Background: an optimization exercise with open tools, aiming at small area. Do not read the settings as production practice. Only simulation tests tie the RTL to the original design; equivalence was not proved. Power and IR drop assume default switching activity.

## flow/design.v (module list and top-level ports; edited modules follow where they fit)
// module eth_arb_mux: 139 lines
// module lfsr: 54 lines
// module arb_cache: 119 lines
// module arp_eth_rx: 158 lines
// module arp_eth_tx: 146 lines
// module ARP: 242 lines
// module ip_eth_rx: 326 lines
// module ip_eth_tx: 241 lines
// module IP: 224 lines
// module ip_full_stack: 254 lines
module ip_full_stack#(
    parameter CACHE_ADDRW = 5,
    parameter REQ_RET_CNT = 4,
    parameter REQ_RET_INT = 5,
    parameter REQ_TIMEOUT = 5
)(
    input  logic clk,
    input  logic reset,
    input  logic [47 : 0]  local_mac,
    input  logic [31 : 0]  local_ip,
    input  logic [31 : 0]  gateway_ip,
    input  logic [31 : 0]  subnet_mask,
    input  logic           clear_cache,
    input  logic           s_eth_hdr_valid,
    input  logic [47 : 0]  s_eth_dest_mac,
    input  logic [47 : 0]  s_eth_src_mac,
    input  logic [15 : 0]  s_eth_type,    
    input  logic [7  : 0]  s_eth_axi_payload_tdata,
    input  logic           s_eth_axi_payload_tvalid,
    input  logic           s_eth_axi_payload_tlast,    
    input  logic           s_eth_axi_payload_tuser,    
    output logic           s_eth_hdr_ready,
    output logic           s_eth_axi_payload_tready,
    input  logic           m_eth_hdr_ready,
    input  logic           m_eth_axi_payload_tready,
    output logic           m_eth_hdr_valid,
    output logic [47 : 0]  m_eth_dest_mac,
    output logic [47 : 0]  m_eth_src_mac,
    output logic [15 : 0]  m_eth_type,    
    output logic [7  : 0]  m_eth_axi_payload_tdata,
    output logic           m_eth_axi_payload_tvalid,
    output logic           m_eth_axi_payload_tlast,    
    output logic           m_eth_axi_payload_tuser,    
    input  logic           s_ip_hdr_valid,
    input  logic [5  : 0]  s_ip_dscp,
    input  logic [1  : 0]  s_ip_ecn,
    input  logic [15 : 0]  s_ip_len,       
    input  logic [7  : 0]  s_ip_ttl,
    input  logic [7  : 0]  s_ip_protocol,
    input  logic [31 : 0]  s_ip_src_ip,
    input  logic [31 : 0]  s_ip_dest_ip,
    input  logic [7  : 0]  s_ip_axi_payload_tdata,
    input  logic           s_ip_axi_payload_tvalid,
    input  logic           s_ip_axi_payload_tlast,
    input  logic           s_ip_axi_payload_tuser,
    output logic           s_ip_hdr_ready,
    output logic           s_ip_axi_payload_tready,
    input  logic           m_ip_hdr_ready,
    input  logic           m_ip_axi_payload_tready,
    output logic [47 : 0]  m_ip_eth_dest_mac,
    output logic [47 : 0]  m_ip_eth_src_mac,
    output logic [15 : 0]  m_ip_eth_type, 
    output logic           m_ip_hdr_valid,
    output logic [3  : 0]  m_ip_version,
    output logic [3  : 0]  m_ip_ihl,
    output logic [5  : 0]  m_ip_dscp,
    output logic [1  : 0]  m_ip_ecn,
    output logic [15 : 0]  m_ip_len,       
    output logic [15 : 0]  m_ip_iden,
    output logic [2  : 0]  m_ip_flags,
    output logic [12 : 0]  m_ip_frag_off,
    output logic [7  : 0]  m_ip_ttl,
    output logic [7  : 0]  m_ip_protocol,
    output logic [15 : 0]  m_ip_checksum,
    output logic [31 : 0]  m_ip_src_ip,
    output logic [31 : 0]  m_ip_dest_ip,
    output logic [7  : 0]  m_ip_axi_payload_tdata,
    output logic           m_ip_axi_payload_tvalid,
    output logic           m_ip_axi_payload_tlast,
    output logic           m_ip_axi_payload_tuser,
  // ...
==> flow/flow/run.sh <==
#!/bin/bash
# Layout flow: the standard flow (standard.sh, unchanged synthesis, floorplan,
# power grid and routing) with two placement/CTS choices changed:
#  - the port buffers that global placement inserts on every input and output
#    are sky130_fd_sc_hd__buf_1 instead of the resizer's default choice;
#  - clock tree synthesis clusters up to 30 sinks within 60 um per leaf buffer and
#    inserts no dummy loads.
# make's full output goes to flow_make.log here; ORFS's per-step logs are under
# orfs/logs/.
set -euo pipefail
export BUFFER_PORTS_ARGS="-buffer_cell sky130_fd_sc_hd__buf_1"
export CTS_ARGS="-sink_clustering_enable -repair_clock_nets -dont_use_dummy_load -sink_clustering_size 30 -sink_clustering_max_diameter 60"
bash standard.sh finish > flow_make.log 2>&1
==> flow/standard.sh <==
#!/bin/bash
# synth_recipe.tcl (not shown) runs the flow's synth.tcl, then flattens the netlist and writes it again
# the make line also repeats each setting of config.mk as NAME=value (left out here)
make -C /OpenROAD-flow-scripts/flow DESIGN_CONFIG=/design/flow/config.mk WORK_HOME=/design/flow/orfs CLKGATE_MAP_FILE= SYNTH_SCRIPT=/design/flow/synth_recipe.tcl "${@:-finish}"
==> flow/config.mk <==
export PLATFORM = sky130hd
export DESIGN_NAME = ip_full_stack
export DESIGN_NICKNAME = ip_full_stack
export VERILOG_FILES = /design/flow/design.v
export SDC_FILE = /design/flow/constraint.sdc
export NUM_CORES = 4
export LEC_CHECK = 0
export CAP_MARGIN = 20
export CORE_MARGIN = 2
export CORE_UTILIZATION = 40
export CTS_CLUSTER_DIAMETER = 60
export CTS_CLUSTER_SIZE = 30
export SLEW_MARGIN = 20
==> flow/constraint.sdc <==
create_clock -name core_clock -period 10.0 [get_ports {clk}]
set_input_delay 2.0000 -clock core_clock [delete_from_list [all_inputs] [get_ports {clk}]]
set_output_delay 2.0000 -clock core_clock [all_outputs]
set_load 0.01 [all_outputs]
==> metrics.cfg, run 1 <==
[synthesis]
yosys.area.top_type=edfxtp_1
ys.flop_type=edfxtp_1
synth_most_common_cell=edfxtp_1
yosys.area_share.simple=0.0674
synth_top_family_by_area=multiplexers

[placed_design]
dpl_worst_slack_ns=1.59

[hold_path]
holdPathEnd=arp_inst.arp_tx.tpa_r[19]
hold_path_class=flip-flop to flip-flop

[critical_path]
startpoint=gateway_ip[4]
path_buf_inv=5
regToRegSetupSlack_ns=2.58
ff2ff_path_depth=29
worstPathArrival_ns=8.18

[sta]
setup_violations=0
rsz0062_at_grt=false
maxSlewViolCount=0
maxSlewHeadroom=0.150
hold_violations=0
hold_slack_ns=0.396

[layout]
buffer_area_frac=0.0367
largest_reg_flops=2432
seq_cells=3422
clkbuf_count=188
inverters_excl_clock=83
seq_area_um2=101000
fillers=30109

[power]
ir_drop_mv=0.322
pwr-share-comb=0.317
p_clk_mw=7.71
combinationalPower_mw=11.0

[route]
wirelength_um=458000
drc_errors=0
drt-wirelength-per-cell_um=33.8

[global_routing]
grtUsageTotal=0.254
grt_pass1_vias=76981
grt_pass1_wl_um=625000
overflow=0

[outcome]
status=finished clean

[clock_network]
insertion_delay_ns=0.93
h-tree-depth=4

[floorplanning]
dieHeight_um=592

==> module ip_eth_rx, before the edit <==
module ip_eth_rx (
    input  logic           clk,
    input  logic           reset,
    input  logic           s_eth_hdr_valid,
    input  logic [47 : 0]  s_eth_dest_mac,
    input  logic [47 : 0]  s_eth_src_mac,
    input  logic [7  : 0]  s_eth_axi_payload_tdata,
    input  logic           s_eth_axi_payload_tvalid,
    input  logic           s_eth_axi_payload_tlast,
    input  logic           s_eth_axi_payload_tuser,
    output logic           s_eth_hdr_ready,
    output logic           s_eth_axi_payload_tready,
    input  logic           m_ip_hdr_ready,
    input  logic           m_ip_axi_payload_tready,
    output logic [47 : 0]  m_eth_dest_mac,
    output logic [47 : 0]  m_eth_src_mac,
    output logic [15 : 0]  m_eth_type,
    output logic           m_ip_hdr_valid,
    output logic [3  : 0]  m_ip_version,
    output logic [3  : 0]  m_ip_ihl,
    output logic [5  : 0]  m_ip_dscp,
    output logic [1  : 0]  m_ip_ecn,
    output logic [15 : 0]  m_ip_len,
    output logic [15 : 0]  m_ip_iden,
    output logic [2  : 0]  m_ip_flags,
    output logic [12 : 0]  m_ip_frag_off,
    output logic [7  : 0]  m_ip_ttl,
    output logic [7  : 0]  m_ip_protocol,
    output logic [15 : 0]  m_ip_checksum,
    output logic [31 : 0]  m_ip_src_ip,
    output logic [31 : 0]  m_ip_dest_ip,
    output logic [7  : 0]  m_ip_axi_payload_tdata,
    output logic           m_ip_axi_payload_tvalid,
    output logic           m_ip_axi_payload_tlast,
    output logic           m_ip_axi_payload_tuser,
    output logic           busy,
    output logic           err_invalid_hdr,
    output logic           err_invalid_checksum,
    output logic           err_hdr_early_termination,
    output logic           err_payload_early_termination
);
    localparam [2 : 0] IDLE         = 0;
    localparam [2 : 0] HEADER_RD    = 1;
    localparam [2 : 0] PAYLOAD_RD   = 2;
    localparam [2 : 0] PAYLOAD_LAST = 3;
    localparam [2 : 0] WAIT_LAST    = 4;
    logic [2 : 0]  current_state, next_state;
    logic [4 : 0]  hdr_ptr_r, hdr_ptr_n;
    logic [15 : 0] cnt_r, cnt_n;            
    logic s_eth_hdr_ready_r, s_eth_hdr_ready_n;
    logic s_eth_axi_payload_tready_r, s_eth_axi_payload_tready_n;
    logic str_eth_hdr;
    logic           m_ip_hdr_valid_r, m_ip_hdr_valid_n;
    logic [47 : 0]  m_eth_dest_mac_r;
    logic [47 : 0]  m_eth_src_mac_r;
    logic           vihl_ok_r, vihl_ok_n;
    logic [7  : 0]  dscp_ecn_r, dscp_ecn_n;
    logic [15 : 0]  len_r, len_n;
    logic [7  : 0]  iden_r, iden_n;
    logic [15 : 0]  flags_frag_r, flags_frag_n;
    logic [7  : 0]  ttl_r, ttl_n;
    logic [7  : 0]  protocol_r, protocol_n;
    logic [15 : 0]  checksum_r, checksum_n;
    logic [31 : 0]  src_ip_r, src_ip_n;
    logic [31 : 0]  dest_ip_r, dest_ip_n;
    logic busy_r;
    logic err_invalid_hdr_r, err_invalid_hdr_n;
    logic err_invalid_checksum_r, err_invalid_checksum_n;
    logic err_hdr_early_termination_r, err_hdr_early_termination_n;
    logic err_payload_early_termination_r, err_payload_early_termination_n;
    logic [7 : 0] int_tdata;
    logic         int_tvalid;
    logic         tready_internal;
    logic         tready_internal_e;
    logic         int_tlast;
    logic         int_tuser;
    assign s_eth_hdr_ready          = s_eth_hdr_ready_r;
    assign s_eth_axi_payload_tready = s_eth_axi_payload_tready_r;
    assign m_ip_hdr_valid = m_ip_hdr_valid_r;
    assign m_eth_dest_mac = m_eth_dest_mac_r;
    assign m_eth_src_mac  = m_eth_src_mac_r;
    assign m_eth_type     = 16'h0800;
    assign m_ip_version   = 4'h4;
    assign m_ip_ihl       = 4'h5;
    assign m_ip_dscp      = dscp_ecn_r[7:2];
    assign m_ip_ecn       = dscp_ecn_r[1:0];
    assign m_ip_len       = len_r;
    assign m_ip_iden      = {8'h00, iden_r};
    assign m_ip_flags     = flags_frag_r[15:13];
    assign m_ip_frag_off  = flags_frag_r[12:0];
    assign m_ip_ttl       = ttl_r;
    assign m_ip_protocol  = protocol_r;
    assign m_ip_checksum  = checksum_r;
    assign m_ip_src_ip    = src_ip_r;
    assign m_ip_dest_ip   = dest_ip_r;
    assign busy                          = busy_r;
    assign err_invalid_hdr               = err_invalid_hdr_r;
    assign err_invalid_checksum          = err_invalid_checksum_r;
    assign err_hdr_early_termination     = err_hdr_early_termination_r;
    assign err_payload_early_termination = err_payload_early_termination_r;
    function automatic logic [15 : 0] sum1c (input logic [15 : 0] a, b);
        logic [16 : 0] sum;
        sum   = a + b;
        sum1c = sum[15:0] + sum[16];
    endfunction
    logic [7 : 0]  d;
    logic [4 : 0]  ptr_inc;
    logic [15 : 0] hdr_sum;
    assign d       = s_eth_axi_payload_tdata;
    assign ptr_inc = hdr_ptr_r + 5'd1;
    assign hdr_sum = sum1c(cnt_r, ptr_inc[0] ? {8'h00, d} : {d, 8'h00});
    always_comb begin
        next_state = IDLE;
        s_eth_hdr_ready_n          = 1'b0;
        s_eth_axi_payload_tready_n = 1'b0;
        str_eth_hdr = 1'b0;
        hdr_ptr_n = hdr_ptr_r;
        cnt_n     = cnt_r;
        m_ip_hdr_valid_n = m_ip_hdr_valid_r && !m_ip_hdr_ready;
        err_hdr_early_termination_n     = 1'b0;
        err_payload_early_termination_n = 1'b0;
        err_invalid_hdr_n               = 1'b0;
        err_invalid_checksum_n          = 1'b0;
        int_tdata  = d;
        int_tvalid = 1'b0;
        int_tlast  = s_eth_axi_payload_tlast;
        int_tuser  = s_eth_axi_payload_tuser;
        vihl_ok_n    = vihl_ok_r;
        dscp_ecn_n   = dscp_ecn_r;
        len_n        = len_r;
        iden_n       = iden_r;
        flags_frag_n = flags_frag_r;
        ttl_n        = ttl_r;
        protocol_n   = protocol_r;
        checksum_n   = checksum_r;
        src_ip_n     = src_ip_r;
        dest_ip_n    = dest_ip_r;
        case (current_state)
            IDLE: begin
                hdr_ptr_n = 5'd0;
                cnt_n     = 16'd0;
                s_eth_hdr_ready_n = !m_ip_hdr_valid_n;
                if (s_eth_hdr_valid && s_eth_hdr_ready_r) begin
                    s_eth_hdr_ready_n          = 1'b0;
                    s_eth_axi_payload_tready_n = 1'b1;
                    str_eth_hdr                = 1'b1;
                    next_state                 = HEADER_RD;
                end else begin
                    next_state = IDLE;
                end
            end
            HEADER_RD: begin
                s_eth_axi_payload_tready_n = 1'b1;
                next_state                 = HEADER_RD;
                if (s_eth_axi_payload_tvalid && s_eth_axi_payload_tready_r) begin
                    hdr_ptr_n = ptr_inc;
                    cnt_n     = hdr_sum;
                    case (hdr_ptr_r)
                        5'h00: vihl_ok_n           = d == 8'h45;
                        5'h01: dscp_ecn_n          = d;
                        5'h02: len_n[15:8]         = d;
                        5'h03: len_n[7:0]          = d;
                        5'h05: iden_n              = d;
                        5'h06: flags_frag_n[15:8]  = d;
                        5'h07: flags_frag_n[7:0]   = d;
                        5'h08: ttl_n               = d;
                        5'h09: protocol_n          = d;
                        5'h0a: checksum_n[15:8]    = d;
                        5'h0b: checksum_n[7:0]     = d;
                        5'h0c: src_ip_n[31:24]     = d;
                        5'h0d: src_ip_n[23:16]     = d;
                        5'h0e: src_ip_n[15:8]      = d;
                        5'h0f: src_ip_n[7:0]       = d;
                        5'h10: dest_ip_n[31:24]    = d;
                        5'h11: dest_ip_n[23:16]    = d;
                        5'h12: dest_ip_n[15:8]     = d;
                        5'h13: begin
                            dest_ip_n[7:0] = d;
                            if (!vihl_ok_r) begin
                                err_invalid_hdr_n = 1'b1;
                                next_state        = WAIT_LAST;
                            end else if (hdr_sum != 16'hffff) begin
                                err_invalid_checksum_n = 1'b1;
                                next_state             = WAIT_LAST;
                            end else begin
                                m_ip_hdr_valid_n           = 1'b1;
                                next_state                 = PAYLOAD_RD;
                                s_eth_axi_payload_tready_n = tready_internal_e;
                                cnt_n                      = len_r - 16'h14;
                            end
                        end
                        default: ;
                    endcase
                    if (s_eth_axi_payload_tlast) begin
                        err_hdr_early_termination_n = 1'b1;
                        m_ip_hdr_valid_n            = 1'b0;
                        s_eth_hdr_ready_n           = 1'b1;
                        s_eth_axi_payload_tready_n  = 1'b0;
                        next_state                  = IDLE;
                    end
                end
            end
            PAYLOAD_RD: begin
                s_eth_axi_payload_tready_n = tready_internal_e;
                next_state                 = PAYLOAD_RD;
                if (s_eth_axi_payload_tvalid && s_eth_axi_payload_tready_r) begin
                    cnt_n      = cnt_r - 16'd1;
                    int_tvalid = 1'b1;
                    if (s_eth_axi_payload_tlast) begin
                        if (cnt_r > 16'd1) begin
                            int_tuser                       = 1'b1;
                            err_payload_early_termination_n = 1'b1;
                        end
                        s_eth_hdr_ready_n          = !m_ip_hdr_valid_n;
                        s_eth_axi_payload_tready_n = 1'b0;
                        next_state                 = IDLE;
                    end else if (cnt_r == 16'd1) begin
                        int_tvalid = 1'b0;
                        next_state = PAYLOAD_LAST;
                    end
                end
            end
            PAYLOAD_LAST: begin
                s_eth_axi_payload_tready_n = tready_internal_e;
                next_state                 = PAYLOAD_LAST;
                if (s_eth_axi_payload_tvalid && s_eth_axi_payload_tready_r && s_eth_axi_payload_tlast) begin
                    s_eth_hdr_ready_n          = !m_ip_hdr_valid_n;
                    s_eth_axi_payload_tready_n = 1'b0;
                    next_state                 = IDLE;
                end
            end
            WAIT_LAST: begin
                s_eth_axi_payload_tready_n = 1'b1;
                next_state                 = WAIT_LAST;
                if (s_eth_axi_payload_tvalid && s_eth_axi_payload_tready_r && s_eth_axi_payload_tlast) begin
                    s_eth_hdr_ready_n          = !m_ip_hdr_valid_n;
                    s_eth_axi_payload_tready_n = 1'b0;
                    next_state                 = IDLE;
                end
            end
            default: ;
        endcase
    end
    always @(posedge clk) begin
        vihl_ok_r    <= vihl_ok_n;
        dscp_ecn_r   <= dscp_ecn_n;
        len_r        <= len_n;
        iden_r       <= iden_n;
        flags_frag_r <= flags_frag_n;
        ttl_r        <= ttl_n;
        protocol_r   <= protocol_n;
        checksum_r   <= checksum_n;
        src_ip_r     <= src_ip_n;
        dest_ip_r    <= dest_ip_n;
        if (reset) begin
            current_state                   <= IDLE;
            s_eth_hdr_ready_r               <= 1'b0;
            s_eth_axi_payload_tready_r      <= 1'b0;
            m_ip_hdr_valid_r                <= 1'b0;
            busy_r                          <= 1'b0;
            err_invalid_hdr_r               <= 1'b0;
            err_invalid_checksum_r          <= 1'b0;
            err_hdr_early_termination_r     <= 1'b0;
            err_payload_early_termination_r <= 1'b0;
        end else begin
            current_state                   <= next_state;
            s_eth_hdr_ready_r               <= s_eth_hdr_ready_n;
            s_eth_axi_payload_tready_r      <= s_eth_axi_payload_tready_n;
            m_ip_hdr_valid_r                <= m_ip_hdr_valid_n;
            busy_r                          <= next_state != IDLE;
            err_invalid_hdr_r               <= err_invalid_hdr_n;
            err_invalid_checksum_r          <= err_invalid_checksum_n;
            err_hdr_early_termination_r     <= err_hdr_early_termination_n;
            err_payload_early_termination_r <= err_payload_early_termination_n;
        end
        hdr_ptr_r <= hdr_ptr_n;
        cnt_r     <= cnt_n;
        if (str_eth_hdr) begin
            m_eth_dest_mac_r <= s_eth_dest_mac;
            m_eth_src_mac_r  <= s_eth_src_mac;
        end
    end
    logic [7 : 0] out_tdata_r, tmp_tdata;
    logic         out_tvalid_r, tmp_tvalid_r;
    logic         out_tlast_r, tmp_tlast;
    logic         out_tuser_r, tmp_tuser;
    assign m_ip_axi_payload_tdata  = out_tdata_r;
    assign m_ip_axi_payload_tvalid = out_tvalid_r;
    assign m_ip_axi_payload_tlast  = out_tlast_r;
    assign m_ip_axi_payload_tuser  = out_tuser_r;
    assign tready_internal_e = m_ip_axi_payload_tready || (!tmp_tvalid_r && !out_tvalid_r);
    logic to_out, to_tmp, tmp_to_out;
    assign to_out     = tready_internal && (m_ip_axi_payload_tready || !out_tvalid_r);
    assign to_tmp     = tready_internal && !(m_ip_axi_payload_tready || !out_tvalid_r);
    assign tmp_to_out = !tready_internal && m_ip_axi_payload_tready;
    always @(posedge clk) begin
        tready_internal <= tready_internal_e;
        if (to_out)
            out_tvalid_r <= int_tvalid;
        else if (tmp_to_out)
            out_tvalid_r <= tmp_tvalid_r;
        if (to_tmp)
            tmp_tvalid_r <= int_tvalid;
        else if (tmp_to_out)
            tmp_tvalid_r <= 1'b0;
        if (to_out) begin
            out_tdata_r <= int_tdata;
            out_tlast_r <= int_tlast;
            out_tuser_r <= int_tuser;
        end else if (tmp_to_out) begin
            out_tdata_r <= tmp_tdata;
            out_tlast_r <= tmp_tlast;
            out_tuser_r <= tmp_tuser;
        end
        if (to_tmp) begin
            tmp_tdata <= int_tdata;
            tmp_tlast <= int_tlast;
            tmp_tuser <= int_tuser;
        end
        if (reset) begin
            out_tvalid_r    <= 1'b0;
            tready_internal <= 1'b0;
            tmp_tvalid_r    <= 1'b0;
        end
    end
endmodule
==> module ip_eth_tx, before the edit <==
module ip_eth_tx (
    input  logic           clk,
    input  logic           reset,
    input  logic [47 : 0]  s_eth_dest_mac,
    input  logic           s_ip_hdr_valid,
    input  logic [5  : 0]  s_ip_dscp,
    input  logic [1  : 0]  s_ip_ecn,
    input  logic [15 : 0]  s_ip_len,
    input  logic [7  : 0]  s_ip_ttl,
    input  logic [7  : 0]  s_ip_protocol,
    input  logic [31 : 0]  s_ip_src_ip,
    input  logic [31 : 0]  s_ip_dest_ip,
    input  logic [7  : 0]  s_ip_axi_payload_tdata,
    input  logic           s_ip_axi_payload_tvalid,
    input  logic           s_ip_axi_payload_tlast,
    input  logic           s_ip_axi_payload_tuser,
    output logic           s_ip_hdr_ready,
    output logic           s_ip_axi_payload_tready,
    input  logic           m_eth_hdr_ready,
    input  logic           m_eth_axi_payload_tready,
    output logic           m_eth_hdr_valid,
    output logic [47 : 0]  m_eth_dest_mac,
    output logic [7  : 0]  m_eth_axi_payload_tdata,
    output logic           m_eth_axi_payload_tvalid,
    output logic           m_eth_axi_payload_tlast,
    output logic           m_eth_axi_payload_tuser,
    output logic           busy,
    output logic           err_payload_early_termination
);
    localparam [1 : 0] IDLE         = 0;
    localparam [1 : 0] HEADER_WR    = 1;
    localparam [1 : 0] PAYLOAD_WR   = 2;
    localparam [1 : 0] PAYLOAD_LAST = 3;
    logic [1 : 0]  current_state, next_state;
    logic [4 : 0]  hdr_ptr_r, hdr_ptr_n;
    logic [15 : 0] cnt_r, cnt_n;            
    logic str_ip_hdr;
    logic s_ip_hdr_ready_r, s_ip_hdr_ready_n;
    logic s_ip_axi_payload_tready_r, s_ip_axi_payload_tready_n;
    logic           m_eth_hdr_valid_r, m_eth_hdr_valid_n;
    logic [47 : 0]  m_eth_dest_mac_r;
    logic busy_r;
    logic err_payload_early_termination_r, err_payload_early_termination_n;
    logic [7 : 0] int_tdata;
    logic         int_tvalid;
    logic         tready_internal;
    logic         tready_internal_e;
    logic         int_tlast;
    logic         int_tuser;
    assign s_ip_hdr_ready          = s_ip_hdr_ready_r;
    assign s_ip_axi_payload_tready = s_ip_axi_payload_tready_r;
    assign m_eth_hdr_valid = m_eth_hdr_valid_r;
    assign m_eth_dest_mac  = m_eth_dest_mac_r;
    assign busy                          = busy_r;
    assign err_payload_early_termination = err_payload_early_termination_r;
    function automatic logic [15 : 0] sum1c (input logic [15 : 0] a, b);
        logic [16 : 0] sum;
        sum   = a + b;
        sum1c = sum[15:0] + sum[16];
    endfunction
    logic [15 : 0] sum_in;
    always_comb begin
        case (hdr_ptr_r[3:0])
            4'h2:    sum_in = s_ip_len;
            4'h4:    sum_in = 16'h4000;
            4'h5:    sum_in = {s_ip_ttl, s_ip_protocol};
            4'h6:    sum_in = s_ip_src_ip[31:16];
            4'h7:    sum_in = s_ip_src_ip[15:0];
            4'h8:    sum_in = s_ip_dest_ip[31:16];
            default: sum_in = s_ip_dest_ip[15:0];
        endcase
    end
    always_comb begin
        next_state = IDLE;
        s_ip_hdr_ready_n          = 1'b0;
        s_ip_axi_payload_tready_n = 1'b0;
        str_ip_hdr = 1'b0;
        hdr_ptr_n = hdr_ptr_r;
        cnt_n     = cnt_r;
        m_eth_hdr_valid_n = m_eth_hdr_valid_r && !m_eth_hdr_ready;
        err_payload_early_termination_n = 1'b0;
        int_tdata  = s_ip_axi_payload_tdata;
        int_tvalid = 1'b0;
        int_tlast  = 1'b0;
        int_tuser  = 1'b0;
        case (current_state)
            IDLE: begin
                hdr_ptr_n = 5'd0;
                s_ip_hdr_ready_n = !m_eth_hdr_valid_n;
                if (s_ip_hdr_valid && s_ip_hdr_ready_r) begin
                    s_ip_hdr_ready_n  = 1'b0;
                    str_ip_hdr        = 1'b1;
                    m_eth_hdr_valid_n = 1'b1;
                    if (tready_internal) begin
                        int_tvalid = 1'b1;
                        int_tdata  = 8'h45;
                        hdr_ptr_n  = 5'd1;
                    end
                    next_state = HEADER_WR;
                end else begin
                    next_state = IDLE;
                end
            end
            HEADER_WR: begin
                next_state = HEADER_WR;
                if (hdr_ptr_r >= 5'h0c)
                    cnt_n = s_ip_len - 16'h14;
                if (tready_internal) begin
                    hdr_ptr_n  = hdr_ptr_r + 5'd1;
                    int_tvalid = 1'b1;
                    if (hdr_ptr_r == 5'h01)
                        cnt_n = {8'h45, s_ip_dscp, s_ip_ecn};
                    else if (hdr_ptr_r >= 5'h02 && hdr_ptr_r <= 5'h09 && hdr_ptr_r != 5'h03)
                        cnt_n = sum1c(cnt_r, sum_in);
                    case (hdr_ptr_r)
                        5'h00: int_tdata = 8'h45;
                        5'h01: int_tdata = {s_ip_dscp, s_ip_ecn};
                        5'h02: int_tdata = s_ip_len[15:8];
                        5'h03: int_tdata = s_ip_len[7:0];
                        5'h04: int_tdata = 8'h00;
                        5'h05: int_tdata = 8'h00;
                        5'h06: int_tdata = 8'h40;
                        5'h07: int_tdata = 8'h00;
                        5'h08: int_tdata = s_ip_ttl;
                        5'h09: int_tdata = s_ip_protocol;
                        5'h0a: int_tdata = ~cnt_r[15:8];
                        5'h0b: int_tdata = ~cnt_r[7:0];
                        5'h0c: int_tdata = s_ip_src_ip[31:24];
                        5'h0d: int_tdata = s_ip_src_ip[23:16];
                        5'h0e: int_tdata = s_ip_src_ip[15:8];
                        5'h0f: int_tdata = s_ip_src_ip[7:0];
                        5'h10: int_tdata = s_ip_dest_ip[31:24];
                        5'h11: int_tdata = s_ip_dest_ip[23:16];
                        5'h12: int_tdata = s_ip_dest_ip[15:8];
                        5'h13: begin
                            int_tdata                 = s_ip_dest_ip[7:0];
                            s_ip_axi_payload_tready_n = tready_internal_e;
                            next_state                = PAYLOAD_WR;
                        end
                        default: int_tdata = 8'h00;
                    endcase
                end
            end
            PAYLOAD_WR: begin
                s_ip_axi_payload_tready_n = tready_internal_e;
                next_state                = PAYLOAD_WR;
                int_tlast = s_ip_axi_payload_tlast;
                int_tuser = s_ip_axi_payload_tuser;
                if (s_ip_axi_payload_tvalid && s_ip_axi_payload_tready_r) begin
                    cnt_n      = cnt_r - 16'd1;
                    int_tvalid = 1'b1;
                    if (s_ip_axi_payload_tlast) begin
                        if (cnt_r != 16'd1) begin
                            int_tuser                       = 1'b1;
                            err_payload_early_termination_n = 1'b1;
                        end
                        s_ip_hdr_ready_n          = !m_eth_hdr_valid_n;
                        s_ip_axi_payload_tready_n = 1'b0;
                        next_state                = IDLE;
                    end else if (cnt_r == 16'd1) begin
                        int_tvalid = 1'b0;
                        next_state = PAYLOAD_LAST;
                    end
                end
            end
            PAYLOAD_LAST: begin
                s_ip_axi_payload_tready_n = tready_internal_e;
                next_state                = PAYLOAD_LAST;
                if (s_ip_axi_payload_tvalid && s_ip_axi_payload_tready_r && s_ip_axi_payload_tlast) begin
                    s_ip_hdr_ready_n          = !m_eth_hdr_valid_n;
                    s_ip_axi_payload_tready_n = 1'b0;
                    next_state                = IDLE;
                end
            end
        endcase
    end
    always @(posedge clk) begin
        if (reset) begin
            current_state                   <= IDLE;
            s_ip_hdr_ready_r                <= 1'b0;
            s_ip_axi_payload_tready_r       <= 1'b0;
            m_eth_hdr_valid_r               <= 1'b0;
            busy_r                          <= 1'b0;
            err_payload_early_termination_r <= 1'b0;
        end else begin
            current_state                   <= next_state;
            s_ip_hdr_ready_r                <= s_ip_hdr_ready_n;
            s_ip_axi_payload_tready_r       <= s_ip_axi_payload_tready_n;
            m_eth_hdr_valid_r               <= m_eth_hdr_valid_n;
            busy_r                          <= next_state != IDLE;
            err_payload_early_termination_r <= err_payload_early_termination_n;
        end
        hdr_ptr_r <= hdr_ptr_n;
        cnt_r     <= cnt_n;
        if (str_ip_hdr)
            m_eth_dest_mac_r <= s_eth_dest_mac;
    end
    logic [7 : 0] out_tdata_r, tmp_tdata;
    logic         out_tvalid_r, tmp_tvalid_r;
    logic         out_tlast_r, tmp_tlast;
    logic         out_tuser_r, tmp_tuser;
    assign m_eth_axi_payload_tdata  = out_tdata_r;
    assign m_eth_axi_payload_tvalid = out_tvalid_r;
    assign m_eth_axi_payload_tlast  = out_tlast_r;
    assign m_eth_axi_payload_tuser  = out_tuser_r;
    assign tready_internal_e = m_eth_axi_payload_tready || (!tmp_tvalid_r && !out_tvalid_r);
    logic to_out, to_tmp, tmp_to_out;
    assign to_out     = tready_internal && (m_eth_axi_payload_tready || !out_tvalid_r);
    assign to_tmp     = tready_internal && !(m_eth_axi_payload_tready || !out_tvalid_r);
    assign tmp_to_out = !tready_internal && m_eth_axi_payload_tready;
    always @(posedge clk) begin
        tready_internal <= tready_internal_e;
        if (to_out)
            out_tvalid_r <= int_tvalid;
        else if (tmp_to_out)
            out_tvalid_r <= tmp_tvalid_r;
        if (to_tmp)
            tmp_tvalid_r <= int_tvalid;
        else if (tmp_to_out)
            tmp_tvalid_r <= 1'b0;
        if (to_out) begin
            out_tdata_r <= int_tdata;
            out_tlast_r <= int_tlast;
            out_tuser_r <= int_tuser;
        end else if (tmp_to_out) begin
            out_tdata_r <= tmp_tdata;
            out_tlast_r <= tmp_tlast;
            out_tuser_r <= tmp_tuser;
        end
        if (to_tmp) begin
            tmp_tdata <= int_tdata;
            tmp_tlast <= int_tlast;
            tmp_tuser <= int_tuser;
        end
        if (reset) begin
            out_tvalid_r    <= 1'b0;
            tready_internal <= 1'b0;
            tmp_tvalid_r    <= 1'b0;
        end
    end
endmodule
==> run 2, diff against run 1 <==
--- a/flow/design.v
+++ b/flow/design.v
@@ -913,4 +913,5 @@
     logic [4 : 0]  hdr_ptr_r, hdr_ptr_n;
     logic [15 : 0] cnt_r, cnt_n;            
+    logic          carry_r, carry_n;        
     logic s_eth_hdr_ready_r, s_eth_hdr_ready_n;
     logic s_eth_axi_payload_tready_r, s_eth_axi_payload_tready_n;
@@ -964,15 +965,15 @@
     assign err_hdr_early_termination     = err_hdr_early_termination_r;
     assign err_payload_early_termination = err_payload_early_termination_r;
-    function automatic logic [15 : 0] sum1c (input logic [15 : 0] a, b);
-        logic [16 : 0] sum;
-        sum   = a + b;
-        sum1c = sum[15:0] + sum[16];
-    endfunction
     logic [7 : 0]  d;
     logic [4 : 0]  ptr_inc;
-    logic [15 : 0] hdr_sum;
+    logic [16 : 0] hdr_sum;
+    logic          hdr_sum_ok;
     assign d       = s_eth_axi_payload_tdata;
     assign ptr_inc = hdr_ptr_r + 5'd1;
-    assign hdr_sum = sum1c(cnt_r, ptr_inc[0] ? {8'h00, d} : {d, 8'h00});
+    assign hdr_sum = {1'b0, cnt_r} + {1'b0, (ptr_inc[0] ? {8'h00, d} : {d, 8'h00})} + {16'd0, carry_r};
+    assign hdr_sum_ok = hdr_sum == 17'h0ffff || hdr_sum == 17'h1fffe;
+    logic cnt_is_one, cnt_gt_one;
+    assign cnt_is_one = cnt_r == 16'd21;
+    assign cnt_gt_one = cnt_r != 16'd21 && cnt_r != 16'd20;
     always_comb begin
         next_state = IDLE;
@@ -982,4 +983,5 @@
         hdr_ptr_n = hdr_ptr_r;
         cnt_n     = cnt_r;
+        carry_n   = carry_r;
         m_ip_hdr_valid_n = m_ip_hdr_valid_r && !m_ip_hdr_ready;
         err_hdr_early_termination_n     = 1'b0;
@@ -1005,4 +1007,5 @@
                 hdr_ptr_n = 5'd0;
                 cnt_n     = 16'd0;
+                carry_n   = 1'b0;
                 s_eth_hdr_ready_n = !m_ip_hdr_valid_n;
                 if (s_eth_hdr_valid && s_eth_hdr_ready_r) begin
@@ -1020,5 +1023,6 @@
                 if (s_eth_axi_payload_tvalid && s_eth_axi_payload_tready_r) begin
                     hdr_ptr_n = ptr_inc;
-                    cnt_n     = hdr_sum;
+                    cnt_n     = hdr_sum[15:0];
+                    carry_n   = hdr_sum[16];
                     case (hdr_ptr_r)
                         5'h00: vihl_ok_n           = d == 8'h45;
@@ -1045,5 +1049,5 @@
                                 err_invalid_hdr_n = 1'b1;
                                 next_state        = WAIT_LAST;
-                            end else if (hdr_sum != 16'hffff) begin
+                            end else if (!hdr_sum_ok) begin
                                 err_invalid_checksum_n = 1'b1;
                                 next_state             = WAIT_LAST;
@@ -1052,5 +1056,5 @@
                                 next_state                 = PAYLOAD_RD;
                                 s_eth_axi_payload_tready_n = tready_internal_e;
-                                cnt_n                      = len_r - 16'h14;
+                                cnt_n                      = len_r;
                             end
                         end
@@ -1073,5 +1077,5 @@
                     int_tvalid = 1'b1;
                     if (s_eth_axi_payload_tlast) begin
-                        if (cnt_r > 16'd1) begin
+                        if (cnt_gt_one) begin
                             int_tuser                       = 1'b1;
                             err_payload_early_termination_n = 1'b1;
@@ -1080,5 +1084,5 @@
                         s_eth_axi_payload_tready_n = 1'b0;
                         next_state                 = IDLE;
-                    end else if (cnt_r == 16'd1) begin
+                    end else if (cnt_is_one) begin
                         int_tvalid = 1'b0;
                         next_state = PAYLOAD_LAST;
@@ -1141,4 +1145,5 @@
         hdr_ptr_r <= hdr_ptr_n;
         cnt_r     <= cnt_n;
+        carry_r   <= carry_n;
         if (str_eth_hdr) begin
             m_eth_dest_mac_r <= s_eth_dest_mac;
@@ -1227,4 +1232,5 @@
     logic [4 : 0]  hdr_ptr_r, hdr_ptr_n;
     logic [15 : 0] cnt_r, cnt_n;            
+    logic          carry_r, carry_n;        
     logic str_ip_hdr;
     logic s_ip_hdr_ready_r, s_ip_hdr_ready_n;
@@ -1246,21 +1252,21 @@
     assign busy                          = busy_r;
     assign err_payload_early_termination = err_payload_early_termination_r;
-    function automatic logic [15 : 0] sum1c (input logic [15 : 0] a, b);
-        logic [16 : 0] sum;
-        sum   = a + b;
-        sum1c = sum[15:0] + sum[16];
-    endfunction
     logic [15 : 0] sum_in;
     always_comb begin
         case (hdr_ptr_r[3:0])
             4'h2:    sum_in = s_ip_len;
-            4'h4:    sum_in = 16'h4000;
-            4'h5:    sum_in = {s_ip_ttl, s_ip_protocol};
-            4'h6:    sum_in = s_ip_src_ip[31:16];
-            4'h7:    sum_in = s_ip_src_ip[15:0];
-            4'h8:    sum_in = s_ip_dest_ip[31:16];
-            default: sum_in = s_ip_dest_ip[15:0];
+            4'h3:    sum_in = 16'h4000;
+            4'h4:    sum_in = {s_ip_ttl, s_ip_protocol};
+            4'h5:    sum_in = s_ip_src_ip[31:16];
+            4'h6:    sum_in = s_ip_src_ip[15:0];
+            4'h7:    sum_in = s_ip_dest_ip[31:16];
+            4'h8:    sum_in = s_ip_dest_ip[15:0];
+            default: sum_in = 16'h0000;
         endcase
     end
+    logic [16 : 0] sum_add;
+    assign sum_add = {1'b0, cnt_r} + {1'b0, sum_in} + {16'd0, carry_r};
+    logic cnt_is_one;
+    assign cnt_is_one = cnt_r == 16'd21;
     always_comb begin
         next_state = IDLE;
@@ -1270,4 +1276,5 @@
         hdr_ptr_n = hdr_ptr_r;
         cnt_n     = cnt_r;
+        carry_n   = carry_r;
         m_eth_hdr_valid_n = m_eth_hdr_valid_r && !m_eth_hdr_ready;
         err_payload_early_termination_n = 1'b0;
@@ -1297,12 +1304,15 @@
                 next_state = HEADER_WR;
                 if (hdr_ptr_r >= 5'h0c)
-                    cnt_n = s_ip_len - 16'h14;
+                    cnt_n = s_ip_len;
                 if (tready_internal) begin
                     hdr_ptr_n  = hdr_ptr_r + 5'd1;
                     int_tvalid = 1'b1;
-                    if (hdr_ptr_r == 5'h01)
-                        cnt_n = {8'h45, s_ip_dscp, s_ip_ecn};
-                    else if (hdr_ptr_r >= 5'h02 && hdr_ptr_r <= 5'h09 && hdr_ptr_r != 5'h03)
-                        cnt_n = sum1c(cnt_r, sum_in);
+                    if (hdr_ptr_r == 5'h01) begin
+                        cnt_n   = {8'h45, s_ip_dscp, s_ip_ecn};
+                        carry_n = 1'b0;
+                    end else if (hdr_ptr_r >= 5'h02 && hdr_ptr_r <= 5'h09) begin
+                        cnt_n   = sum_add[15:0];
+                        carry_n = sum_add[16];
+                    end
                     case (hdr_ptr_r)
                         5'h00: int_tdata = 8'h45;
@@ -1317,5 +1327,5 @@
                         5'h09: int_tdata = s_ip_protocol;
                         5'h0a: int_tdata = ~cnt_r[15:8];
-                        5'h0b: int_tdata = ~cnt_r[7:0];
+                        5'h0b: int_tdata = ~{cnt_r[7:1], cnt_r[0] | carry_r};
                         5'h0c: int_tdata = s_ip_src_ip[31:24];
                         5'h0d: int_tdata = s_ip_src_ip[23:16];
@@ -1343,5 +1353,5 @@
                     int_tvalid = 1'b1;
                     if (s_ip_axi_payload_tlast) begin
-                        if (cnt_r != 16'd1) begin
+                        if (!cnt_is_one) begin
                             int_tuser                       = 1'b1;
                             err_payload_early_termination_n = 1'b1;
@@ -1350,5 +1360,5 @@
                         s_ip_axi_payload_tready_n = 1'b0;
                         next_state                = IDLE;
-                    end else if (cnt_r == 16'd1) begin
+                    end else if (cnt_is_one) begin
                         int_tvalid = 1'b0;
                         next_state = PAYLOAD_LAST;
@@ -1385,4 +1395,5 @@
         hdr_ptr_r <= hdr_ptr_n;
         cnt_r     <= cnt_n;
+        carry_r   <= carry_n;
         if (str_ip_hdr)
             m_eth_dest_mac_r <= s_eth_dest_mac;
--- a/flow/config.mk
+++ b/flow/config.mk
@@ -9,5 +9,3 @@
 export CORE_MARGIN = 2
 export CORE_UTILIZATION = 40
-export CTS_CLUSTER_DIAMETER = 60
-export CTS_CLUSTER_SIZE = 30
 export SLEW_MARGIN = 20
==> run 2 against run 1 <==
Clock skew decreased by 0.035 ns. Via count increased by 2.1%. Final cell count increased by 1.4%. Count of clock-buffer cells in the layout decreased by 1. Die area decreased by 0.66%. Sequential cell count increased by 2. Critical endpoint unchanged. Largest power group unchanged.
==> metrics.cfg, run 2 <==
[floorplanning]
core_region_area_um2=343000  ; was 345000 um2
die_area_um2=349000  ; was 351000 um2
ioPinCount=811  ; unchanged
rows=215  ; was 216
fp.dieW_um=590  ; was 592 um
start_util=0.401  ; about the same
dieHeight_um=590  ; was 592 um

[global_routing]
grt_pass1_vias=78643  ; was 76981
grt_pass1_wl_um=629000  ; was 625000 um
grt_use_met1=0.354  ; was 0.352
top_usage_layer=met2  ; unchanged
grt_antenna_before_repair=57  ; was 84
overflow=0  ; unchanged
grtUsageTotal=0.255  ; was 0.254
grt_use_met3=0.0430  ; was 0.0587
grt.met2_usage=0.406  ; was 0.398
grt_max_degree=156  ; was 124

[power]
pwr-share-clk=0.217  ; was 0.223
p_leak_nw=48.2  ; was 48.5 nW
pwr-share-comb=0.335  ; was 0.317
switching_share=0.334  ; was 0.319
switching_power_mw=11.9  ; was 11.0 mW
power-per-cell-area_nw_per_um2=235  ; was 227 nW/um2
ir_drop_mv=0.357  ; was 0.322 mV
intPower_mw=23.7  ; was 23.6 mW
p_seq_frac=0.448  ; was 0.461

[layout]
largest_reg_flops=2432  ; unchanged
drive_gt1_frac=0.127  ; was 0.146
area_growth_syn_to_layout_pct=9.87  ; was 9.99%
final_cells=13754  ; was 13564
largest_register=arp_inst.cache.mem  ; unchanged
nNetsFinal=9619  ; was 9415
layout_commonest_cell=edfxtp_1  ; unchanged
final_cell_area_um2=151000  ; was 152000 um2
layout_common_cells=3206 x edfxtp_1, 1254 x nand2_1, 755 x buf_1, 432 x mux4_2, 348 x nand3_1  ; was 3204 x edfxtp_1, 1039 x nand2_1, 755 x buf_1, 586 x mux4_2, 249 x nor2_1
fillers=29986  ; was 30109
final_core_util=0.441  ; about the same

[sta]
maxSlewViolCount=0  ; unchanged
hold_violations=0  ; unchanged
setup_violations=0  ; unchanged
tightest_slew_ns=1.25  ; was 1.27 ns
period_share=0.748  ; was 0.755
rsz0062_at_grt=false  ; unchanged
tns_ns=0  ; unchanged
max_freq_ghz=0.134  ; was 0.132 GHz
fin_skew_ns=0.0818  ; was 0.116 ns
maxSlewHeadroom=0.164  ; was 0.150
min_period_ns=7.48  ; was 7.55 ns

[placed_design]
dp.cells=13500  ; was 13306
place_area_um2=146000  ; was 147000 um2
dpl.hpwl_um=279000  ; was 289000 um
port_buffers=764  ; unchanged
gp_congestion=0.963  ; was 0.994

[synthesis]
yosysWarnings=10  ; unchanged
synth.area.top_cells=edfxtp_1 70%, mux4_2 7.1%, nand2_1 3.4%, dfxtp_1 3.2%, nand3_1 1.3%  ; was edfxtp_1 69%, mux4_2 9.5%, dfxtp_1 3.2%, nand2_1 2.8%, xnor2_1 1.3%
synth_xor_area_frac=0.0179  ; was 0.0206
synth_edf_count=3206  ; was 3204
syn_area_per_cell_um2=16.2  ; was 16.9 um2
yosys.area_share.simple=0.0770  ; was 0.0674
synth_top_family_by_area=multiplexers  ; unchanged
yosys.area_share.adder=0.00693  ; was 0.00714
synthMuxAreaShare=0.0906  ; was 0.113
synth-async-reset-ratio=0  ; unchanged
synth_area_um2=138000  ; about the same
synth_compound_area_frac=0.0527  ; was 0.0427
synth_most_common_cell=edfxtp_1  ; unchanged
syn_inst=8485  ; was 8196
yosysTopAreaCellShare=0.700  ; was 0.695
synth_cell_type_count=88  ; was 90
synth-seq-cells=3424  ; was 3422
yosys.area.top_type=edfxtp_1  ; unchanged
ys.flop_type=edfxtp_1  ; unchanged
ys_seq_area_frac=0.732  ; was 0.726
synth_common_cells=3206 x edfxtp_1, 1255 x nand2_1, 432 x mux4_2  ; was 3204 x edfxtp_1, 1040 x nand2_1, 586 x mux4_2

[critical_path]
path_max_fanout=50  ; was 39
worstPathArrival_ns=8.11  ; was 8.18 ns
start_kind=input port  ; unchanged
endpoint=arp_inst.cache.query_rsp_err_r  ; unchanged
crit_type=input port to flip-flop  ; unchanged
ff2ff_path_depth=18  ; was 29
cp-end-kind=flip-flop  ; unchanged
worst_r2r_endpoint=ip_inst.ip_eth_rx_inst.cnt_r[6]  ; was ip_inst.ip_eth_tx_inst.cnt_r[15]
startpoint=s_ip_dest_ip[5]  ; was gateway_ip[4]
required_ns=10.62  ; was 10.63 ns
rr_startpoint=ip_inst.ip_eth_rx_inst.hdr_ptr_r[0]  ; was ip_inst.ip_eth_tx_inst.hdr_ptr_r[2]
regToRegSetupSlack_ns=4.01  ; was 2.58 ns

[clock_network]
h-tree-depth=4  ; unchanged
cts_made_buffers=187  ; was 188
insertion_delay_ns=0.93  ; about the same
cts_tree=yes  ; unchanged
clk_path_buf_depth=4  ; unchanged
clock_sink_count=3424  ; was 3422
clk_pin_slew_ns=0.10  ; was 0.11 ns
post_cts_buffers=0  ; unchanged
cts_hold_buf=0  ; unchanged
clockRootBuffer=clkbuf_16  ; unchanged
cts_resized=0  ; unchanged

[route]
drtPass1Iterations=8  ; was 7
wirelength_um=458000  ; about the same
drt-wirelength-per-cell_um=33.3  ; was 33.8 um
drc_errors=0  ; unchanged
drt_iter0_markers=11780  ; was 10994
route.antenna.remaining_nets=0  ; unchanged
vias=82616  ; was 80898
avgViaCountPerCell=6.01  ; was 5.96

[run]
max_cap_viol_count=0  ; unchanged

[outcome]
status=finished clean  ; unchanged

[hold_path]
hold_path_class=flip-flop to flip-flop  ; unchanged

run 2: how the worst min path moves through the flow:
stage                              from             endpoint  slack [ns]  cells past startpoint
4_1_cts        arp_inst.arp_rsp_bcast_r  ip_inst.out_bcast_r        0.40                      0
6_report       arp_inst.arp_rsp_bcast_r  ip_inst.out_bcast_r        0.40                      0
5_1_grt        arp_inst.arp_rsp_bcast_r  ip_inst.out_bcast_r        0.42                      0
3_3_place_gp   arp_inst.arp_rsp_bcast_r  ip_inst.out_bcast_r        0.39                      0
2_1_floorplan  arp_inst.arp_rsp_bcast_r  ip_inst.out_bcast_r        0.39                      0
3_5_place_dp   arp_inst.arp_rsp_bcast_r  ip_inst.out_bcast_r        0.39                      0
run 2: power by group through the flow:
stage	Combinational, mW	Sequential [mW]	Clock (mW)
after floorplan	8.37	16.1	0
after detailed placement	11.8	16.2	0
after global placement	11.8	16.2	0
after CTS	11.9	15.9	7.80
after global routing	12.6	15.9	8.25
final	11.9	15.9	7.70
run 2: cell type report:
type	instances	area (um2)	share of cell area
diodes	44	110	0.000729
multi-input cells	4446	34300	0.227
flip-flops and latches	3424	101000	0.666
clock buffers	187	4680	0.0310
repair buffers	1013	5380	0.0356
inverters	83	317	0.00209
well taps	4557	5700	0.0377
run 2: cell families after synthesis:
kind of cell,count (synthesis)
AO/OA/AOI/OAI,1019
XOR/XNOR,261
adder cells (fa/ha/maj),74
buffers and inverters,659
flip-flops,3424
multiplexers,689
other,2
AND/OR/NAND/NOR,2357
run 2: worst max-delay path, cell delays in order:
cell	delay [ns]
buf_1	0.83
xor2_1	0.14
a22oi_1	0.22
nand4_1	0.18
nor4_4	0.34
buf_12	0.37
mux2i_4	0.28
buf_4	0.58
and2_1	0.97
a32oi_1	0.33
a31oi_1	0.25
o211ai_1	0.27
xor2_1	0.23
o2111ai_1	0.13
a2111oi_0	0.72
nand4_1	0.17
run 2: through the flow:
step                power (mW)  setup WS (ns)  hold slack, ns
floorplan                 24.5           2.55           0.386
global placement          28.1           1.88           0.392
detailed placement        28.1           1.84           0.390
CTS                       35.6           2.78           0.404
global route              36.8           2.53           0.424
finish                    35.5           2.52           0.402
run 2: routing by layer:
metal,up-vias,share of wire
li1,33901,-
met1,43357,0.40
met2,4599,0.47
met3,749,0.093
met4,10,0.039
met5,-,0.00014
==> run 3, diff against run 2 <==
--- a/flow/config.mk
+++ b/flow/config.mk
@@ -6,6 +6,6 @@
 export NUM_CORES = 4
 export LEC_CHECK = 0
-export CAP_MARGIN = 20
+export CAP_MARGIN = 12
 export CORE_MARGIN = 2
 export CORE_UTILIZATION = 40
-export SLEW_MARGIN = 20
+export SLEW_MARGIN = 12
==> run 3 against run 2 <==
Final area decreased by 0.14%. Sequential share of layout area is 0.094 points higher. Global-route usage about the same. Routed wire length down 0.18%. Critical endpoint unchanged. Highest routed layer unchanged.
==> metrics.cfg, run 3 <==
[critical_path]
required_ns=10.61  ; was 10.62 ns
cp-end-kind=flip-flop  ; unchanged
regToRegSetupSlack_ns=4.08  ; was 4.01 ns
worstPathArrival_ns=8.01  ; was 8.11 ns
crit_type=input port to flip-flop  ; unchanged
worst_r2r_endpoint=ip_inst.ip_eth_rx_inst.cnt_r[6]  ; unchanged
startpoint=s_ip_dest_ip[5]  ; unchanged
start_kind=input port  ; unchanged
path_max_fanout=50  ; unchanged
endpoint=arp_inst.cache.query_rsp_err_r  ; unchanged
ff2ff_path_depth=18  ; unchanged
rr_startpoint=ip_inst.ip_eth_rx_inst.hdr_ptr_r[0]  ; unchanged

[global_routing]
grt_max_degree=156  ; unchanged
grt_use_met3=0.0495  ; was 0.0430
grt_antenna_before_repair=65  ; was 57
overflow=0  ; unchanged
grtUsageTotal=0.255  ; about the same
grt_pass1_wl_um=628000  ; was 629000 um
grt.met2_usage=0.407  ; was 0.406
top_usage_layer=met2  ; unchanged
grt_pass1_vias=78732  ; was 78643
grt_use_met1=0.348  ; was 0.354

[sta]
fin_skew_ns=0.0916  ; was 0.0818 ns
maxSlewHeadroom=0.0629  ; was 0.164
hold_violations=0  ; unchanged
max_freq_ghz=0.135  ; was 0.134 GHz
tightest_slew_ns=1.37  ; was 1.25 ns
tns_ns=0  ; unchanged
min_period_ns=7.40  ; was 7.48 ns
setup_violations=0  ; unchanged
period_share=0.740  ; was 0.748
maxSlewViolCount=0  ; unchanged
rsz0062_at_grt=false  ; unchanged

[route]
drc_errors=0  ; unchanged
wirelength_um=458000  ; about the same
drt-wirelength-per-cell_um=33.3  ; about the same
vias=82864  ; was 82616
avgViaCountPerCell=6.03  ; was 6.01
route.antenna.remaining_nets=0  ; unchanged
drt_iter0_markers=11623  ; was 11780
drtPass1Iterations=7  ; was 8

[floorplanning]
dieHeight_um=590  ; unchanged
core_region_area_um2=343000  ; unchanged
start_util=0.401  ; unchanged
rows=215  ; unchanged
ioPinCount=811  ; unchanged
fp.dieW_um=590  ; unchanged
die_area_um2=349000  ; unchanged

[layout]
nNetsFinal=9602  ; was 9619
largest_reg_flops=2432  ; unchanged
layout_common_cells=3206 x edfxtp_1, 1254 x nand2_1, 755 x buf_1, 432 x mux4_2, 348 x nand3_1  ; unchanged
drive_gt1_frac=0.125  ; was 0.127
area_growth_syn_to_layout_pct=9.72  ; was 9.87%
layout_commonest_cell=edfxtp_1  ; unchanged
final_cell_area_um2=151000  ; about the same
largest_register=arp_inst.cache.mem  ; unchanged

[power]
ir_drop_mv=0.417  ; was 0.357 mV
power-per-cell-area_nw_per_um2=236  ; was 235 nW/um2
p_leak_nw=48.1  ; was 48.2 nW

[placed_design]
dpl.hpwl_um=279000  ; about the same
gp_congestion=0.963  ; unchanged
port_buffers=764  ; unchanged
place_area_um2=146000  ; about the same

[hold_path]
whs_path_depth=0  ; unchanged
hold_path_class=flip-flop to flip-flop  ; unchanged

[synthesis]
synth-seq-cells=3424  ; unchanged
synth_most_common_cell=edfxtp_1  ; unchanged
synth.area.top_cells=edfxtp_1 70%, mux4_2 7.1%, nand2_1 3.4%, dfxtp_1 3.2%, nand3_1 1.3%  ; unchanged
syn_inst=8485  ; unchanged
yosysWarnings=10  ; unchanged
synth-async-reset-ratio=0  ; unchanged
synth_cell_type_count=88  ; unchanged
ys_seq_area_frac=0.732  ; unchanged
ys.flop_type=edfxtp_1  ; unchanged
yosysTopAreaCellShare=0.700  ; unchanged
syn_area_per_cell_um2=16.2  ; unchanged
yosys.area.top_type=edfxtp_1  ; unchanged
synth_edf_count=3206  ; unchanged
synth_common_cells=3206 x edfxtp_1, 1255 x nand2_1, 432 x mux4_2  ; unchanged
synth_area_um2=138000  ; unchanged

[clock_network]
clk_pin_slew_ns=0.11  ; was 0.10 ns
cts_hold_buf=0  ; unchanged
clk_path_buf_depth=4  ; unchanged
cts_resized=0  ; unchanged
insertion_delay_ns=0.93  ; about the same
clockRootBuffer=clkbuf_16  ; unchanged
post_cts_buffers=0  ; unchanged
cts_tree=yes  ; unchanged
cts_made_buffers=188  ; was 187
clock_sink_count=3424  ; unchanged
h-tree-depth=4  ; unchanged

[outcome]
status=finished clean  ; unchanged

[run]
max_cap_viol_count=0  ; unchanged

## run 3: cell types whose count changed in the layout (fill, tap and decap cells not counted), moves of 2 or more
cell / change
mux2i_2: -5
diode_2: +7
buf_16: +3
clkbuf_16: +2
mux2i_1: +5
buf_8: -22
## run 3: per-layer routing
layer  vias to the layer above  wire (um)
li1                      33886          -
met5                         -        121
met4                        18      18600
met1                     43374     180000
met3                       835      44900
met2                      4751     214000
## run 3: worst min-delay path by stage
stage	from	endpoint	slack (ns)
6_report	arp_inst.Out_eth_dest_mac_r[22]	arp_inst.arp_tx.dest_r[22]	0.39
5_1_grt	arp_inst.Out_eth_dest_mac_r[22]	arp_inst.arp_tx.dest_r[22]	0.40
4_1_cts	arp_inst.Out_eth_dest_mac_r[22]	arp_inst.arp_tx.dest_r[22]	0.40
3_5_place_dp	arp_inst.arp_rsp_bcast_r	ip_inst.out_bcast_r	0.39
3_3_place_gp	arp_inst.arp_rsp_bcast_r	ip_inst.out_bcast_r	0.39
2_1_floorplan	arp_inst.arp_rsp_bcast_r	ip_inst.out_bcast_r	0.39
## run 3: report_power, final
part | switching [mW] | internal, mW | leakage, nW
registers | 0.176 | 15.7 | 30.8
clock network | 4.37 | 3.35 | 2.32
logic | 7.31 | 4.61 | 15.0
## run 3: area by class of cell
| class | instances | area [um2] |
|---|---|---|
| diodes | 51 | 128 |
| clock buffers | 188 | 4700 |
| fillers | 30055 | 192000 |
| inverters | 83 | 317 |
| multi-input cells | 4446 | 34300 |
| flip-flops and latches | 3424 | 101000 |
| well taps | 4557 | 5700 |
| repair buffers | 995 | 5160 |
## run 3: logic make-up after synthesis
kind of cell             synth area share
other                           0.0000546
adder cells (fa/ha/maj)           0.00693
flip-flops                          0.732
AO/OA/AOI/OAI                      0.0527
XOR/XNOR                           0.0179
multiplexers                       0.0906
buffers and inverters              0.0233
AND/OR/NAND/NOR                    0.0770
## run 3: worst max-delay path, stage by stage
cell and delay [ns]:
buf_1 0.81, xor2_1 0.16, a22oi_1 0.20, nand4_1 0.17, nor4_4 0.34, buf_12 0.37
mux2i_4 0.28, buf_4 0.59, and2_1 0.97, a32oi_1 0.30, a31oi_1 0.25, o211ai_1 0.28
xor2_1 0.24, o2111ai_1 0.13, a2111oi_0 0.67, nand4_1 0.17
## run 3: per-stage QoR
stage / setup slack, ns / total power, mW / hold slack [ns] / utilization / instances
final: 2.60 / 35.6 / 0.388 / 0.440 / 13744
after detailed placement: 1.86 / 28.1 / 0.390 / 0.426 / 13497
after floorplan: 2.55 / 24.5 / 0.386 / - / 8529
after global placement: 1.88 / 28.1 / 0.392 / 0.426 / 13496
after global routing: 2.57 / 36.8 / 0.398 / 0.440 / 13724
after CTS: 2.78 / 35.6 / 0.397 / 0.439 / 13685
==> module arb_cache, before the edit <==
module arb_cache (
    input  logic           clk,
    input  logic           reset,
    input  logic           clear_cache,
    input  logic           query_req_valid,
    input  logic [31 : 0]  query_req_ip,
    input  logic           query_hold,
    output logic           query_rsp_valid,
    output logic           query_rsp_err,
    output logic [47 : 0]  query_rsp_mac,
    input  logic           write_req_valid,
    input  logic [31 : 0]  write_req_ip,
    input  logic [47 : 0]  write_req_mac
);
    localparam ADDRW = 5;
    localparam ENTW  = 1 + 27 + 48;
    logic mem_write;
    logic query_ip_valid_r, query_ip_valid_n;
    logic query_req_ready_r;
    logic query_rsp_valid_r;
    logic query_rsp_err_r, query_rsp_err_n;
    logic write_ip_valid_r, write_ip_valid_n;
    logic write_req_ready_r;
    logic clear_cache_r, clear_cache_n;
    logic [ADDRW-1 : 0] wr_ptr_r, wr_ptr_n;
    logic [47 : 0]      query_rsp_mac_r;
    assign query_rsp_valid = query_rsp_valid_r;
    assign query_rsp_err   = query_rsp_err_r;
    assign query_rsp_mac   = query_rsp_mac_r;
    logic [31 : 0] query_req_hash;
    logic [31 : 0] write_req_hash;
    lfsr #(
        .POLY_EQU(32'h4c11db7),
        .LSFRW(32),
        .LSFR_Config("G"),
        .LSFR_FEED_FORWARD(0),
        .REVERSE(1),
        .DATAW(32)
    ) rd_hash (
        .data_in(query_req_ip),
        .state_in(32'hffffffff),
        .data_out(),
        .state_out(query_req_hash)
    );
    lfsr #(
        .POLY_EQU(32'h4c11db7),
        .LSFRW(32),
        .LSFR_Config("G"),
        .LSFR_FEED_FORWARD(0),
        .REVERSE(1),
        .DATAW(32)
    ) wr_hash (
        .data_in(write_req_ip),
        .state_in(32'hffffffff),
        .data_out(),
        .state_out(write_req_hash)
    );
    logic [ENTW-1 : 0] mem [0 : (1 << ADDRW) - 1];
    logic [ENTW-1 : 0] rdata;
    assign rdata = mem[query_req_hash[ADDRW-1 : 0]];
    always @(posedge clk) begin
        if (mem_write)
            mem[wr_ptr_r] <= {!clear_cache_r, write_req_ip[31:5], write_req_mac};
    end
    logic query_hit;
    assign query_hit = rdata[ENTW-1] && rdata[ENTW-2 : 48] == query_req_ip[31:5];
    always_comb begin
        mem_write = 1'b0;
        wr_ptr_n  = wr_ptr_r;
        clear_cache_n = clear_cache_r | clear_cache;
        query_ip_valid_n = query_ip_valid_r;
        query_rsp_err_n  = query_rsp_err_r;
        if (query_ip_valid_r) begin
            query_ip_valid_n = 1'b0;
            query_rsp_err_n  = !query_hit;
        end
        if (query_req_valid && query_req_ready_r)
            query_ip_valid_n = 1'b1;
        write_ip_valid_n = write_ip_valid_r;
        if (write_ip_valid_r) begin
            write_ip_valid_n = 1'b0;
            mem_write        = 1'b1;
        end
        if (write_req_valid && write_req_ready_r) begin
            write_ip_valid_n = 1'b1;
            wr_ptr_n         = write_req_hash[ADDRW-1 : 0];
        end
        if (clear_cache) begin
            clear_cache_n = 1'b1;
            wr_ptr_n      = '0;
        end else if (clear_cache_r) begin
            wr_ptr_n      = wr_ptr_r + 1'b1;
            clear_cache_n = wr_ptr_n != '0;
            mem_write     = 1'b1;
        end
    end
    always @(posedge clk) begin
        if (reset) begin
            query_ip_valid_r  <= 1'b0;
            query_req_ready_r <= 1'b0;
            query_rsp_valid_r <= 1'b0;
            write_ip_valid_r  <= 1'b0;
            write_req_ready_r <= 1'b0;
            clear_cache_r     <= 1'b0;
            wr_ptr_r          <= '0;
        end else begin
            query_ip_valid_r  <= query_ip_valid_n;
            query_req_ready_r <= !clear_cache;
            query_rsp_valid_r <= query_ip_valid_r;
            write_ip_valid_r  <= write_ip_valid_n;
            write_req_ready_r <= !(clear_cache_r | clear_cache);
            clear_cache_r     <= clear_cache_n;
            wr_ptr_r          <= wr_ptr_n;
        end
        query_rsp_err_r <= query_rsp_err_n;
        if (!query_hold)
            query_rsp_mac_r <= rdata[47:0];
    end
endmodule
==> run 4, diff against run 3 <==
--- a/flow/design.v
+++ b/flow/design.v
@@ -254,5 +254,12 @@
     logic [ENTW-1 : 0] mem [0 : (1 << ADDRW) - 1];
     logic [ENTW-1 : 0] rdata;
-    assign rdata = mem[query_req_hash[ADDRW-1 : 0]];
+    logic [(1 << ADDRW) - 1 : 0] rsel;
+    always_comb begin
+        for (int i = 0; i < (1 << ADDRW); i++)
+            rsel[i] = query_req_hash[ADDRW-1 : 0] == i[ADDRW-1 : 0];
+        rdata = '0;
+        for (int i = 0; i < (1 << ADDRW); i++)
+            rdata = rdata | ({ENTW{rsel[i]}} & mem[i]);
+    end
     always @(posedge clk) begin
         if (mem_write)
--- a/flow/config.mk
+++ b/flow/config.mk
@@ -6,6 +6,6 @@
 export NUM_CORES = 4
 export LEC_CHECK = 0
-export CAP_MARGIN = 12
+export CAP_MARGIN = 20
 export CORE_MARGIN = 2
 export CORE_UTILIZATION = 40
-export SLEW_MARGIN = 12
+export SLEW_MARGIN = 20
==> run 4 against run 3 <==
Final area decreased by 3.7%. Routed wire length up 10%. Critical endpoint unchanged. Critical path type unchanged. Sequential cell count unchanged. Fmax down 9.1%.
==> metrics.cfg, run 4 <==
[clock_network]
post_cts_buffers=0  ; unchanged
cts_tree=yes  ; unchanged
cts_hold_buf=0  ; unchanged
cts_made_buffers=181  ; was 188
clk_pin_slew_ns=0.11  ; about the same
cts_resized=0  ; unchanged
clock_sink_count=3424  ; unchanged
clk_path_buf_depth=4  ; unchanged
insertion_delay_ns=0.92  ; was 0.93 ns

[synthesis]
yosys.area.top_type=edfxtp_1  ; unchanged
synthMuxAreaShare=0.0139  ; was 0.0906
synth_area_um2=131000  ; was 138000 um2
synth_most_common_cell=edfxtp_1  ; unchanged
synth_xor_area_frac=0.0162  ; was 0.0179
synth_edf_count=3206  ; unchanged
ys_seq_area_frac=0.767  ; was 0.732
yosysWarnings=10  ; unchanged
synth-seq-cells=3424  ; unchanged
syn_area_per_cell_um2=16.4  ; was 16.2 um2

[power]
power-per-cell-area_nw_per_um2=196  ; was 236 nW/um2
intPower_mw=20.5  ; was 23.7 mW
switching_power_mw=8.02  ; was 11.9 mW
pwr-share-clk=0.267  ; was 0.217
p_leak_nw=45.9  ; was 48.1 nW
finalPower_mw=28.5  ; was 35.6 mW
p_seq_frac=0.559  ; was 0.448
pwr-share-comb=0.174  ; was 0.335

[layout]
nNetsFinal=9208  ; was 9602
drive_gt1_frac=0.0919  ; was 0.125
largest_register=arp_inst.cache.mem  ; unchanged
layout_commonest_cell=edfxtp_1  ; unchanged
area_growth_syn_to_layout_pct=10.8  ; was 9.72%
final_cells=13133  ; was 13744

[placed_design]
gp_congestion=1.03  ; was 0.963
dpl.hpwl_um=309000  ; was 279000 um
port_buffers=764  ; unchanged

[route]
wirelength_um=505000  ; was 458000 um
drt-wirelength-per-cell_um=38.5  ; was 33.3 um
drc_errors=0  ; unchanged
avgViaCountPerCell=6.49  ; was 6.03
drtPass1Iterations=9  ; was 7
route.antenna.remaining_nets=0  ; unchanged
vias=85172  ; was 82864
drt_iter0_markers=15303  ; was 11623

[critical_path]
worstPathArrival_ns=8.77  ; was 8.01 ns
cp-end-kind=flip-flop  ; unchanged
required_ns=10.64  ; was 10.61 ns
start_kind=input port  ; unchanged

[floorplanning]
core_region_area_um2=327000  ; was 343000 um2
dieHeight_um=577  ; was 590 um
die_area_um2=333000  ; was 349000 um2
ioPinCount=811  ; unchanged

[sta]
tightest_slew_ns=1.20  ; was 1.37 ns
rsz0062_at_grt=false  ; unchanged
min_period_ns=8.14  ; was 7.40 ns
hold_slack_ns=0.394  ; was 0.388 ns
max_freq_ghz=0.123  ; was 0.135 GHz
setup_violations=0  ; unchanged
maxSlewViolCount=0  ; unchanged
maxSlewHeadroom=0.199  ; was 0.0629
fin_skew_ns=0.108  ; was 0.0916 ns
tns_ns=0  ; unchanged

[run]
max_cap_viol_count=0  ; unchanged

[global_routing]
grt.met2_usage=0.452  ; was 0.407
grt_pass1_vias=78640  ; was 78732
grt_use_met1=0.403  ; was 0.348
grt_pass1_wl_um=677000  ; was 628000 um
grt_antenna_before_repair=76  ; was 65
top_usage_layer=met2  ; unchanged
grt_max_degree=81  ; was 156

[outcome]
status=finished clean  ; unchanged

## run 4: final timing paths
path                            slack (ns)                           startpoint  cells past startpoint                                to
worst max-delay path                  1.86                      s_ip_dest_ip[0]                     17    arp_inst.cache.query_rsp_err_r
worst min-delay path                  0.39      arp_inst.Out_eth_dest_mac_r[41]                      0        arp_inst.arp_tx.dest_r[41]
worst max register to register        3.49  ip_inst.ip_eth_rx_inst.hdr_ptr_r[0]                     18  ip_inst.ip_eth_rx_inst.cnt_r[13]
worst min register to register        0.39      arp_inst.Out_eth_dest_mac_r[41]                      0        arp_inst.arp_tx.dest_r[41]
## run 4: cell type report
type                       count  area (um2)
fill                       28555      182000
sequential                  3424      101000
multi-input combinational   3961       28200
timing repair buffer        1090        5980
tap                         4346        5440
clock buffer                 181        4530
inverter                      86         328
antenna                       45         113
## run 4: power by group through the flow
stage	logic, mW	clock network, mW	registers [mW]
after floorplan	2.58	0	16.1
after global placement	4.77	0	16.2
after detailed placement	4.78	0	16.2
after CTS	4.80	7.61	15.9
after global routing	5.08	8.07	15.9
final	4.96	7.60	15.9
## run 4: worst max-delay path, stage by stage
cell and delay (ns):
buf_1 0.67, xor2_1 0.14, a22oi_1 0.17, nand4_1 0.21
nor4_4 0.86, buf_12 0.25, mux2i_1 0.54, nand3_1 0.80
a221oi_4 1.03, buf_4 0.34, a22o_1 0.16, a221oi_1 0.06
nand4_1 0.17, or4_1 0.13, nand4_1 0.19, nor4_1 0.84
nand4_1 0.17
## run 4: metal layers
layer / routed length (um) / up-vias
li1: - / 33519
met1: 191000 / 43975
met2: 227000 / 6580
met3: 67000 / 1064
met4: 20500 / 34
met5: 297 / -
## run 4: logic make-up after synthesis
group | count (synthesis)
AOI/OAI and AO/OA | 1864
xor gates and xnor gates | 235
adders and majority gates | 74
buffers and inverters | 647
DFF | 3424
muxes | 166
other | 2
and+or+nand+nor | 1576
## run 4: through the flow
stage | utilization | instance area [um2] | worst slack [ns]
after floorplan | - | 131000 | 2.88
after global placement | 0.429 | 140000 | 1.03
after detailed placement | 0.429 | 140000 | 1.17
after CTS | 0.443 | 145000 | 2.13
after global routing | 0.444 | 145000 | 1.76
final | 0.444 | 145000 | 1.86

==> re-timing with driven ports <==
The results above use ideal ports. As a check the final layouts listed here were re-extracted and re-timed, cells and wires unchanged.
Step 1: set_driving_cell puts a clkbuf_16 on clk and a buf_2 on each other input, an assumption about the parent block.
Step 2 adds t to the input delays and takes it off the output delays; t is the mean of the earliest and latest rising clock arrival at the registers after step 1. Input paths then give back, and output paths get back, about the clock's delay inside the block.
Slacks: ideal / step 1 / step 2; pairs: ideal / step 1.
| run | shift t [ns] | setup slack, ns | worst setup path after step 2 | latest minus earliest clock arrival (ns) | pins driven straight from the clock port |
|---|---|---|---|---|---|
| run 1 | 0.992 | 2.450 / 2.476 / 1.484 | input to register | 0.132 / 0.132 | 1 |
| run 2 | 0.994 | 2.516 / 2.601 / 1.607 | input to register | 0.118 / 0.118 | 1 |
| run 3 | 0.995 | 2.601 / 2.687 / 1.692 | input to register | 0.115 / 0.115 | 1 |
| run 4 | 0.997 | 1.862 / 1.941 / 0.944 | input to register | 0.152 / 0.152 | 1 |
After both steps every run listed still meets setup and hold. The setup slack of run 1, which loses most, moves by +0.026 ns with the drivers and by -0.966 ns with both steps.
